This is an optimization exercise on Yosys and OpenROAD, whose aim is a short achievable clock period and few clock cycles, not a production implementation. At most, simulation tests tie the RTL to the original design; equivalence was not proved.

==> inputs of run Y <==
==> flow/design.v (excerpt) <==
module CHIP(clk,
            rst_n,
            mem_wen_D,
            mem_addr_D,
            mem_wdata_D,
            mem_rdata_D,
            mem_addr_I,
            mem_rdata_I);
    input         clk, rst_n ;
    output        mem_wen_D  ;
    output [31:0] mem_addr_D ;
    output [31:0] mem_wdata_D;
    input  [31:0] mem_rdata_D;
    output [31:0] mem_addr_I ;
    input  [31:0] mem_rdata_I;
    reg  [31:0] PC;
    reg  [31:0] PC_o;                       
    reg         e_valid;
    reg  [31:0] e_a, e_b, e_imm, e_pc, e_link;
    reg  [3:0]  e_selA;                     
    reg  [3:0]  e_selB;                     
    reg  [1:0]  e_selS;                     
    reg  [4:0]  e_rd;
    reg         e_wr, e_load, e_store, e_beq, e_jal, e_jalr, e_mul;
    reg         e_add, e_sub, e_and, e_or, e_slt, e_sll, e_sra;
    localparam MQW = 252;                   
    reg  [MQW-1:0] mQ;
    reg  [63:0] mQ2;
    reg         m_wr, m_load, m_mul, m_ph;
    reg  [4:0]  m_rd;
    reg  [31:0] m_res;
    reg         m_wen;
    reg  [31:0] m_addr, m_wdata;
    reg  [31:0] l_val;
    reg  [31:0] rf [1:31];
  ...
clock: 10.0 ns
lec_check: 0
cap_margin: 20
core_margin: 2
core_utilization: 30
place_density: 0.45
slew_margin: 20
synth_hierarchical: 1
tns_end_percent: 10
standard.sh (not shown) runs the stock make flow with config.mk's settings and CLKGATE_MAP_FILE= SYNTH_SCRIPT=/design/flow/synth_recipe.tcl, a recipe that flattens the netlist after the stock synthesis.
==> flow/flow/run.sh <==
#!/bin/bash
set -euo pipefail
MARGIN=7
sed -E "s/\"\\\$\\{@:-finish\\}\"/SETUP_SLACK_MARGIN=$MARGIN \"\${@:-finish}\"/" standard.sh > my_standard.sh
grep -q "SETUP_SLACK_MARGIN=$MARGIN" my_standard.sh
sed -E "s/\"\\\$\\{@:-finish\\}\"/ADDER_MAP_FILE= \"\${@:-finish}\"/" standard.sh > synth_standard.sh
grep -q "ADDER_MAP_FILE= " synth_standard.sh
bash synth_standard.sh synth > log_synth.txt 2>&1
for t in floorplan place cts route finish; do
  bash my_standard.sh $t > log_$t.txt 2>&1
done
==> run B (differences from run Y) <==
--- a/flow/design.v
+++ b/flow/design.v
@@ -1730,29 +1730,30 @@
     input  [31:0] mem_rdata_D;
     output [31:0] mem_addr_I ;
     input  [31:0] mem_rdata_I;
     reg  [31:0] PC;
     reg  [31:0] PC_o;                       
     reg         e_valid;
-    reg  [31:0] e_a, e_b, e_imm, e_pc, e_link;
-    reg  [3:0]  e_selA;                     
-    reg  [3:0]  e_selB;                     
-    reg  [1:0]  e_selS;                     
+    reg  [31:0] e_a, e_b, e_r2, e_imm, e_pc, e_link;
+    reg         e_selA, e_selB, e_selS;     
     reg  [4:0]  e_rd;
     reg         e_wr, e_load, e_store, e_beq, e_jal, e_jalr, e_mul;
     reg         e_add, e_sub, e_and, e_or, e_slt, e_sll, e_sra;
     localparam MQW = 252;                   
     reg  [MQW-1:0] mQ;
     reg  [63:0] mQ2;
-    reg         m_wr, m_load, m_mul, m_ph;
+    reg  [31:0] mres;
+    reg         m_wr, m_load, m_mul;
+    reg  [1:0]  m_ph;
     reg  [4:0]  m_rd;
     reg  [31:0] m_res;
     reg         m_wen;
     reg  [31:0] m_addr, m_wdata;
-    reg  [31:0] l_val;
     reg  [31:0] rf [1:31];
+    wire [31:0] mul_p;
+    wire [31:0] wb = m_load ? mem_rdata_D : m_mul ? mres : m_res;
     wire [31:0] ins = mem_rdata_I;
     wire [4:0]  opc = ins[6:2];
     wire [2:0]  f3  = ins[14:12];
     wire [4:0]  rs1 = ins[19:15];
     wire [4:0]  rs2 = ins[24:20];
     wire [4:0]  rd  = ins[11:7];
@@ -1788,26 +1789,27 @@
     rf_read rd2(.regs(rf_flat), .sel(rs2), .q(rv2));
     wire hE1 = e_valid & e_wr & (e_rd == rs1);
     wire hE2 = e_valid & e_wr & (e_rd == rs2);
     wire hM1 = m_wr & (m_rd == rs1);
     wire hM2 = m_wr & (m_rd == rs2);
     wire load_use = e_valid & (e_load | e_mul) & ((hE1 & d_use1) | (hE2 & d_use2));
+    wire [31:0] op1 = hM1 ? wb : rv1;
+    wire [31:0] op2 = hM2 ? wb : rv2;
     wire [31:0] jal_tgt;
     jal_add jadd(.pc(PC), .ins(ins), .tgt(jal_tgt));
-    wire [31:0] a, b, r2, alu, sum, tgt;
+    wire [31:0] a, b, r2, alu, addr, tgt;
     wire        eq;
     ex_stage ex(
         .e_a(e_a), .e_b(e_b), .e_imm(e_imm), .e_pc(e_pc), .e_link(e_link),
-        .m_res(m_res), .l_val(l_val),
+        .e_r2(e_r2), .m_res(m_res),
         .selA(e_selA), .selB(e_selB), .selS(e_selS),
         .op_add(e_add), .op_sub(e_sub), .op_and(e_and), .op_or(e_or), .op_slt(e_slt),
         .op_sll(e_sll), .op_sra(e_sra), .op_link(e_jal | e_jalr), .jalr(e_jalr),
-        .a(a), .b(b), .r2(r2), .alu(alu), .sum(sum), .eq(eq), .tgt(tgt));
-    wire        m_busy = m_mul & ~m_ph;      
+        .a(a), .b(b), .r2(r2), .alu(alu), .addr(addr), .eq(eq), .tgt(tgt));
+    wire        m_busy = m_mul & ~m_ph[1];   
     wire        taken = e_valid & ~m_busy & (e_jalr | (e_beq & eq));
-    wire [31:0] mul_p;
     wire [63:0] mul_r;
     wire [MQW-1:0] mul_q;
     mul_stA mulA(.a(a), .b(b), .q(mul_q));
     mul_stB mulB(.q(mQ), .p(mul_r));
     mul_add mulC(.r(mQ2), .p(mul_p));
     wire stall = load_use | m_busy;
@@ -1816,49 +1818,49 @@
     wire        s_h = ~taken & stall;
     wire        s_j = ~taken & ~stall & d_jal;
     wire        s_i = ~taken & ~stall & ~d_jal;
     wire [31:0] pc_nxt = ({32{s_t}} & tgt) | ({32{s_h}} & PC) |
                          ({32{s_j}} & jal_tgt) | ({32{s_i}} & pc_inc);
     wire [31:0] pco_nxt = ({32{s_t}} & tgt) | ({32{s_h}} & PC_o) |
-                          ({32{s_j}} & jal_tgt) | ({32{s_i}} & (PC_o + 32'd4));
-    wire [31:0] wb = m_load ? mem_rdata_D : m_mul ? mul_p : m_res;
+                          ({32{s_j}} & jal_tgt) | ({32{s_i}} & pc_inc);
     assign mem_addr_I  = PC_o;
     assign mem_wen_D   = m_wen;
     assign mem_addr_D  = m_addr;
     assign mem_wdata_D = m_wdata;
     always @(posedge clk or negedge rst_n) begin
         if (!rst_n) begin
             PC      <= 32'h00010000;
             PC_o    <= 32'h00010000;
             e_valid <= 1'b0;
             m_wr    <= 1'b0;
             m_wen   <= 1'b0;
             m_mul   <= 1'b0;
-            m_ph    <= 1'b0;
+            m_ph    <= 2'd0;
         end else begin
             PC      <= pc_nxt;
             PC_o    <= pco_nxt;
-            m_ph    <= m_busy;
+            m_ph    <= m_busy ? m_ph + 2'd1 : 2'd0;
             if (!m_busy) begin
                 e_valid <= ~taken & ~load_use;
                 m_wr    <= e_valid & e_wr;
                 m_wen   <= e_valid & e_store;
                 m_mul   <= e_valid & e_wr & e_mul;
             end
         end
     end
     always @(posedge clk) begin
         if (!m_busy) begin
-        e_a    <= rv1;
-        e_b    <= rv2;
+        e_a    <= d_auipc ? PC : op1;
+        e_b    <= d_useimm ? d_imm : op2;
+        e_r2   <= op2;
         e_imm  <= d_imm;
         e_pc   <= PC;
         e_link <= pc_inc;
-        e_selA <= d_auipc  ? 4'b0001 : {hE1, ~hE1 & hM1, ~hE1 & ~hM1, 1'b0};
-        e_selB <= d_useimm ? 4'b0001 : {hE2, ~hE2 & hM2, ~hE2 & ~hM2, 1'b0};
-        e_selS <= {hE2, ~hE2 & hM2};
+        e_selA <= ~d_auipc & hE1;
+        e_selB <= ~d_useimm & hE2;
+        e_selS <= hE2;
         e_rd   <= rd;
         e_wr   <= d_wr;
         e_load <= d_load;
         e_store <= d_store;
         e_beq  <= d_beq;
         e_jal  <= d_jal;
@@ -1870,19 +1872,19 @@
         e_or   <= ~d_mul & (d_R | d_I) & f3 == 3'b110;
         e_slt  <= ~d_mul & (d_R | d_I) & f3 == 3'b010;
         e_sll  <= ~d_mul & (d_R | d_I) & f3 == 3'b001;
         e_sra  <= ~d_mul & (d_R | d_I) & f3 == 3'b101;
         m_rd    <= e_rd;
         m_load  <= e_load;
-        l_val   <= wb;
         end
         m_res   <= alu;
-        m_addr  <= sum;
+        m_addr  <= addr;
         m_wdata <= r2;
         mQ  <= mul_q;
         mQ2 <= mul_r;
+        mres <= mul_p;
     end
     generate
         for (gi = 1; gi < 32; gi = gi + 1) begin : g_rf
             always @(posedge clk or negedge rst_n) begin
                 if (!rst_n)
                     rf[gi] <= (gi == 2) ? 32'hbffffff0 : (gi == 3) ? 32'h10008000 : 32'h0;
@@ -1906,36 +1908,45 @@
 endmodule
 module mul_add(r, p);
     input  [63:0] r;
     output [31:0] p;
     assign p = r[31:0] + r[63:32];
 endmodule
-module ex_stage(e_a, e_b, e_imm, e_pc, e_link, m_res, l_val, selA, selB, selS,
+module ex_stage(e_a, e_b, e_r2, e_imm, e_pc, e_link, m_res, selA, selB, selS,
                 op_add, op_sub, op_and, op_or, op_slt, op_sll, op_sra, op_link, jalr,
-                a, b, r2, alu, sum, eq, tgt);
-    input  [31:0] e_a, e_b, e_imm, e_pc, e_link, m_res, l_val;
-    input  [3:0]  selA, selB;
-    input  [1:0]  selS;
+                a, b, r2, alu, addr, eq, tgt);
+    input  [31:0] e_a, e_b, e_r2, e_imm, e_pc, e_link, m_res;
+    input         selA, selB, selS;
     input         op_add, op_sub, op_and, op_or, op_slt, op_sll, op_sra, op_link, jalr;
-    output [31:0] a, b, r2, alu, sum, tgt;
+    output [31:0] a, b, r2, alu, addr, tgt;
     output        eq;
-    assign a  = ({32{selA[3]}} & m_res) | ({32{selA[2]}} & l_val) |
-                ({32{selA[1]}} & e_a)   | ({32{selA[0]}} & e_pc);
-    assign b  = ({32{selB[3]}} & m_res) | ({32{selB[2]}} & l_val) |
-                ({32{selB[1]}} & e_b)   | ({32{selB[0]}} & e_imm);
-    assign r2 = ({32{selS[1]}} & m_res) | ({32{selS[0]}} & l_val) |
-                ({32{~(selS[1] | selS[0])}} & e_b);
-    assign sum = op_sub ? (a - b) : (a + b);
+    assign a  = selA ? m_res : e_a;
+    assign b  = selB ? m_res : e_b;
+    assign r2 = selS ? m_res : e_r2;
+    wire [31:0] bx_e = op_sub ? ~e_b : e_b;
+    wire [31:0] bx_m = op_sub ? ~m_res : m_res;
+    wire [31:0] s_ee = e_a + bx_e + {31'd0, op_sub};
+    wire [31:0] s_me = m_res + bx_e + {31'd0, op_sub};
+    wire [31:0] s_em = e_a + bx_m + {31'd0, op_sub};
+    wire [31:0] s_mm = m_res + bx_m + {31'd0, op_sub};
+    wire [31:0] sum = ({32{ selA &  selB}} & s_mm) | ({32{ selA & ~selB}} & s_me) |
+                      ({32{~selA &  selB}} & s_em) | ({32{~selA & ~selB}} & s_ee);
+    wire [31:0] addr_m = m_res + e_imm;
+    wire [31:0] addr_e = e_a + e_imm;
+    assign addr = ({32{selA}} & addr_m) | ({32{~selA}} & addr_e);
     wire        lt  = $signed(a) < $signed(b);
     wire [31:0] shl = a << b[4:0];
     wire [31:0] shr = $signed(a) >>> b[4:0];
     assign alu = ({32{op_add | op_sub}} & sum) |
                  ({32{op_and}} & (a & b)) |
                  ({32{op_or}}  & (a | b)) |
                  ({32{op_slt}} & {31'd0, lt}) |
                  ({32{op_sll}} & shl) |
                  ({32{op_sra}} & shr) |
                  ({32{op_link}} & e_link);
-    assign eq  = (a == b);
+    wire eq_a = (m_res == e_r2);            
+    wire eq_b = (e_a == m_res);             
+    wire eq_e = (e_a == e_r2);              
+    assign eq = (selA & (selS | eq_a)) | (~selA & selS & eq_b) | (~selA & ~selS & eq_e);
     wire [31:0] btgt = e_pc + e_imm;
-    assign tgt = ({32{jalr}} & sum) | ({32{~jalr}} & btgt);
+    assign tgt = ({32{jalr}} & addr) | ({32{~jalr}} & btgt);
 endmodule
==> flow/flow/run.sh (replaced) <==
#!/bin/bash
# The standard ORFS layout (standard.sh) with these changes:
#  - synthesis leaves adders to ABC instead of mapping full/half-adder cells first
#    (ADDER_MAP_FILE empty); registers, names and the synthesis script are unchanged;
#  - port buffers are plain buffers (buf_4) rather than the delay cell buffer_ports picks.
# The SDC and every other step are the standard ones. Each make target logs to its own file.
set -euo pipefail
EXTRA='SETUP_SLACK_MARGIN=6.4 MATCH_CELL_FOOTPRINT=0 "BUFFER_PORTS_ARGS=-buffer_cell sky130_fd_sc_hd__buf_4"'
sed -E "s/\"\\\$\\{@:-finish\\}\"/$EXTRA \"\${@:-finish}\"/" standard.sh > my_standard.sh
grep -q "SETUP_SLACK_MARGIN=6.4 MATCH_CELL_FOOTPRINT=0" my_standard.sh
sed -E "s/\"\\\$\\{@:-finish\\}\"/ADDER_MAP_FILE= \"\${@:-finish}\"/" standard.sh > synth_standard.sh
grep -q "ADDER_MAP_FILE= " synth_standard.sh
bash synth_standard.sh synth > log_synth.txt 2>&1
for t in floorplan place cts route finish; do
  bash my_standard.sh $t > log_$t.txt 2>&1
done
CAP_MARGIN = 30   (was 20)
TNS_END_PERCENT = not set   (was 10)
==> run R (differences from run Y) <==
--- a/flow/design.v
+++ b/flow/design.v
@@ -1730,29 +1730,28 @@
     input  [31:0] mem_rdata_D;
     output [31:0] mem_addr_I ;
     input  [31:0] mem_rdata_I;
     reg  [31:0] PC;
     reg  [31:0] PC_o;                       
     reg         e_valid;
-    reg  [31:0] e_a, e_b, e_imm, e_pc, e_link;
-    reg  [3:0]  e_selA;                     
-    reg  [3:0]  e_selB;                     
-    reg  [1:0]  e_selS;                     
+    reg  [31:0] e_a, e_b, e_r2, e_imm, e_pc, e_link;
+    reg         e_selA, e_selB, e_selS;     
     reg  [4:0]  e_rd;
     reg         e_wr, e_load, e_store, e_beq, e_jal, e_jalr, e_mul;
     reg         e_add, e_sub, e_and, e_or, e_slt, e_sll, e_sra;
     localparam MQW = 252;                   
     reg  [MQW-1:0] mQ;
     reg  [63:0] mQ2;
     reg         m_wr, m_load, m_mul, m_ph;
     reg  [4:0]  m_rd;
     reg  [31:0] m_res;
     reg         m_wen;
     reg  [31:0] m_addr, m_wdata;
-    reg  [31:0] l_val;
     reg  [31:0] rf [1:31];
+    wire [31:0] mul_p;
+    wire [31:0] wb = m_load ? mem_rdata_D : m_mul ? mul_p : m_res;
     wire [31:0] ins = mem_rdata_I;
     wire [4:0]  opc = ins[6:2];
     wire [2:0]  f3  = ins[14:12];
     wire [4:0]  rs1 = ins[19:15];
     wire [4:0]  rs2 = ins[24:20];
     wire [4:0]  rd  = ins[11:7];
@@ -1788,26 +1787,27 @@
     rf_read rd2(.regs(rf_flat), .sel(rs2), .q(rv2));
     wire hE1 = e_valid & e_wr & (e_rd == rs1);
     wire hE2 = e_valid & e_wr & (e_rd == rs2);
     wire hM1 = m_wr & (m_rd == rs1);
     wire hM2 = m_wr & (m_rd == rs2);
     wire load_use = e_valid & (e_load | e_mul) & ((hE1 & d_use1) | (hE2 & d_use2));
+    wire [31:0] op1 = hM1 ? wb : rv1;
+    wire [31:0] op2 = hM2 ? wb : rv2;
     wire [31:0] jal_tgt;
     jal_add jadd(.pc(PC), .ins(ins), .tgt(jal_tgt));
     wire [31:0] a, b, r2, alu, sum, tgt;
     wire        eq;
     ex_stage ex(
         .e_a(e_a), .e_b(e_b), .e_imm(e_imm), .e_pc(e_pc), .e_link(e_link),
-        .m_res(m_res), .l_val(l_val),
+        .e_r2(e_r2), .m_res(m_res),
         .selA(e_selA), .selB(e_selB), .selS(e_selS),
         .op_add(e_add), .op_sub(e_sub), .op_and(e_and), .op_or(e_or), .op_slt(e_slt),
         .op_sll(e_sll), .op_sra(e_sra), .op_link(e_jal | e_jalr), .jalr(e_jalr),
         .a(a), .b(b), .r2(r2), .alu(alu), .sum(sum), .eq(eq), .tgt(tgt));
     wire        m_busy = m_mul & ~m_ph;      
     wire        taken = e_valid & ~m_busy & (e_jalr | (e_beq & eq));
-    wire [31:0] mul_p;
     wire [63:0] mul_r;
     wire [MQW-1:0] mul_q;
     mul_stA mulA(.a(a), .b(b), .q(mul_q));
     mul_stB mulB(.q(mQ), .p(mul_r));
     mul_add mulC(.r(mQ2), .p(mul_p));
     wire stall = load_use | m_busy;
@@ -1817,13 +1817,12 @@
     wire        s_j = ~taken & ~stall & d_jal;
     wire        s_i = ~taken & ~stall & ~d_jal;
     wire [31:0] pc_nxt = ({32{s_t}} & tgt) | ({32{s_h}} & PC) |
                          ({32{s_j}} & jal_tgt) | ({32{s_i}} & pc_inc);
     wire [31:0] pco_nxt = ({32{s_t}} & tgt) | ({32{s_h}} & PC_o) |
                           ({32{s_j}} & jal_tgt) | ({32{s_i}} & (PC_o + 32'd4));
-    wire [31:0] wb = m_load ? mem_rdata_D : m_mul ? mul_p : m_res;
     assign mem_addr_I  = PC_o;
     assign mem_wen_D   = m_wen;
     assign mem_addr_D  = m_addr;
     assign mem_wdata_D = m_wdata;
     always @(posedge clk or negedge rst_n) begin
         if (!rst_n) begin
@@ -1845,20 +1844,21 @@
                 m_mul   <= e_valid & e_wr & e_mul;
             end
         end
     end
     always @(posedge clk) begin
         if (!m_busy) begin
-        e_a    <= rv1;
-        e_b    <= rv2;
+        e_a    <= d_auipc ? PC : op1;
+        e_b    <= d_useimm ? d_imm : op2;
+        e_r2   <= op2;
         e_imm  <= d_imm;
         e_pc   <= PC;
         e_link <= pc_inc;
-        e_selA <= d_auipc  ? 4'b0001 : {hE1, ~hE1 & hM1, ~hE1 & ~hM1, 1'b0};
-        e_selB <= d_useimm ? 4'b0001 : {hE2, ~hE2 & hM2, ~hE2 & ~hM2, 1'b0};
-        e_selS <= {hE2, ~hE2 & hM2};
+        e_selA <= ~d_auipc & hE1;
+        e_selB <= ~d_useimm & hE2;
+        e_selS <= hE2;
         e_rd   <= rd;
         e_wr   <= d_wr;
         e_load <= d_load;
         e_store <= d_store;
         e_beq  <= d_beq;
         e_jal  <= d_jal;
@@ -1870,13 +1870,12 @@
         e_or   <= ~d_mul & (d_R | d_I) & f3 == 3'b110;
         e_slt  <= ~d_mul & (d_R | d_I) & f3 == 3'b010;
         e_sll  <= ~d_mul & (d_R | d_I) & f3 == 3'b001;
         e_sra  <= ~d_mul & (d_R | d_I) & f3 == 3'b101;
         m_rd    <= e_rd;
         m_load  <= e_load;
-        l_val   <= wb;
         end
         m_res   <= alu;
         m_addr  <= sum;
         m_wdata <= r2;
         mQ  <= mul_q;
         mQ2 <= mul_r;
@@ -1906,27 +1905,23 @@
 endmodule
 module mul_add(r, p);
     input  [63:0] r;
     output [31:0] p;
     assign p = r[31:0] + r[63:32];
 endmodule
-module ex_stage(e_a, e_b, e_imm, e_pc, e_link, m_res, l_val, selA, selB, selS,
+module ex_stage(e_a, e_b, e_r2, e_imm, e_pc, e_link, m_res, selA, selB, selS,
                 op_add, op_sub, op_and, op_or, op_slt, op_sll, op_sra, op_link, jalr,
                 a, b, r2, alu, sum, eq, tgt);
-    input  [31:0] e_a, e_b, e_imm, e_pc, e_link, m_res, l_val;
-    input  [3:0]  selA, selB;
-    input  [1:0]  selS;
+    input  [31:0] e_a, e_b, e_r2, e_imm, e_pc, e_link, m_res;
+    input         selA, selB, selS;
     input         op_add, op_sub, op_and, op_or, op_slt, op_sll, op_sra, op_link, jalr;
     output [31:0] a, b, r2, alu, sum, tgt;
     output        eq;
-    assign a  = ({32{selA[3]}} & m_res) | ({32{selA[2]}} & l_val) |
-                ({32{selA[1]}} & e_a)   | ({32{selA[0]}} & e_pc);
-    assign b  = ({32{selB[3]}} & m_res) | ({32{selB[2]}} & l_val) |
-                ({32{selB[1]}} & e_b)   | ({32{selB[0]}} & e_imm);
-    assign r2 = ({32{selS[1]}} & m_res) | ({32{selS[0]}} & l_val) |
-                ({32{~(selS[1] | selS[0])}} & e_b);
+    assign a  = selA ? m_res : e_a;
+    assign b  = selB ? m_res : e_b;
+    assign r2 = selS ? m_res : e_r2;
     assign sum = op_sub ? (a - b) : (a + b);
     wire        lt  = $signed(a) < $signed(b);
     wire [31:0] shl = a << b[4:0];
     wire [31:0] shr = $signed(a) >>> b[4:0];
     assign alu = ({32{op_add | op_sub}} & sum) |
                  ({32{op_and}} & (a & b)) |
==> comparison <==
Run B went through all stages and came out clean. Run Y produced a layout that fails on max-capacitance violations. Run R passed the timing, DRC and antenna checks. Of run Y and run B, run B has the higher routed wire length (gap about 5%, measured against run B). The lowest core utilization belongs to run B, the highest to run Y. Against run B, the critical path depth of run Y is higher by 8. Final area: run B > run R > run Y. The lowest first-iteration DRC count belongs to run Y, the highest to run B.
==> figures <==
item	run R	run Y	run B
Status	complete, no violations	failed layout checks	complete, no violations
Violated checks	-	max-capacitance violations	-
Fraction of area in clock buffers and inverters	5.531%	5.530%	4.940%
Routed len/inst	29.64 um	30.64 um	27.98 um
Source of the worst hold timing path	mQ[0]	mQ[0]	mQ[5]
Y dimension of the die	603.3 um	599.4 um	633.9 um
Worst setup startpoint	e_selB	e_selB[0]	e_pc[8]
Post-synthesis xor/xnor area fraction	10.38%	10.30%	12.74%
Final cell count without fillers	16,090	15,910	18,310
Via Count	90,190	89,890	100,400
Storage cell area	41,460 um2	41,620 um2	42,060 um2
Top cell type's share of synthesized area	23.92%	24.23%	21.67%
Pin count of the biggest net entering global routing	179	187	164
Testbench counts of run B, summed over its fixed seeds: cycles 24,307.
Testbench counts of run R, summed over its fixed seeds: cycles 23,807.
Only the layout flow was run in run Y; the RTL was not checked for function there.

-- what the ideal ports hide --
In the flow no input, the clock included, has a driving cell. The finished layouts below were timed again as built, in two steps. Step 1 sets driving cells, clkbuf_16 on the clock port and buf_2 on the other inputs (assumed; they add their load-dependent delay and slew). Step 2 adds t to the input delays and takes it off the output delays; t is the mean of the earliest and latest rising clock arrival at the registers after step 1. Input paths then give back, and output paths get back, about the clock's delay inside the block. Three values: no drivers, after step 1, after step 2; two values: the first two.
| run | t, ns | setup slack, ns | slew at the worst register clock pin (ns) | cell pins on the clock port's net |
|---|---|---|---|---|
| run Y | 1.011 | 5.056 / 5.056 / 4.353 | 0.07 / 0.07 | 1 |
| run B | 1.032 | 5.682 / 5.638 / 4.606 | 0.07 / 0.07 | 1 |
| run R | 1.018 | 5.475 / 5.475 / 4.568 | 0.07 / 0.07 | 1 |
The setup slack of run B, which loses most, moves by -0.044 ns with the drivers and by -1.076 ns with both steps.
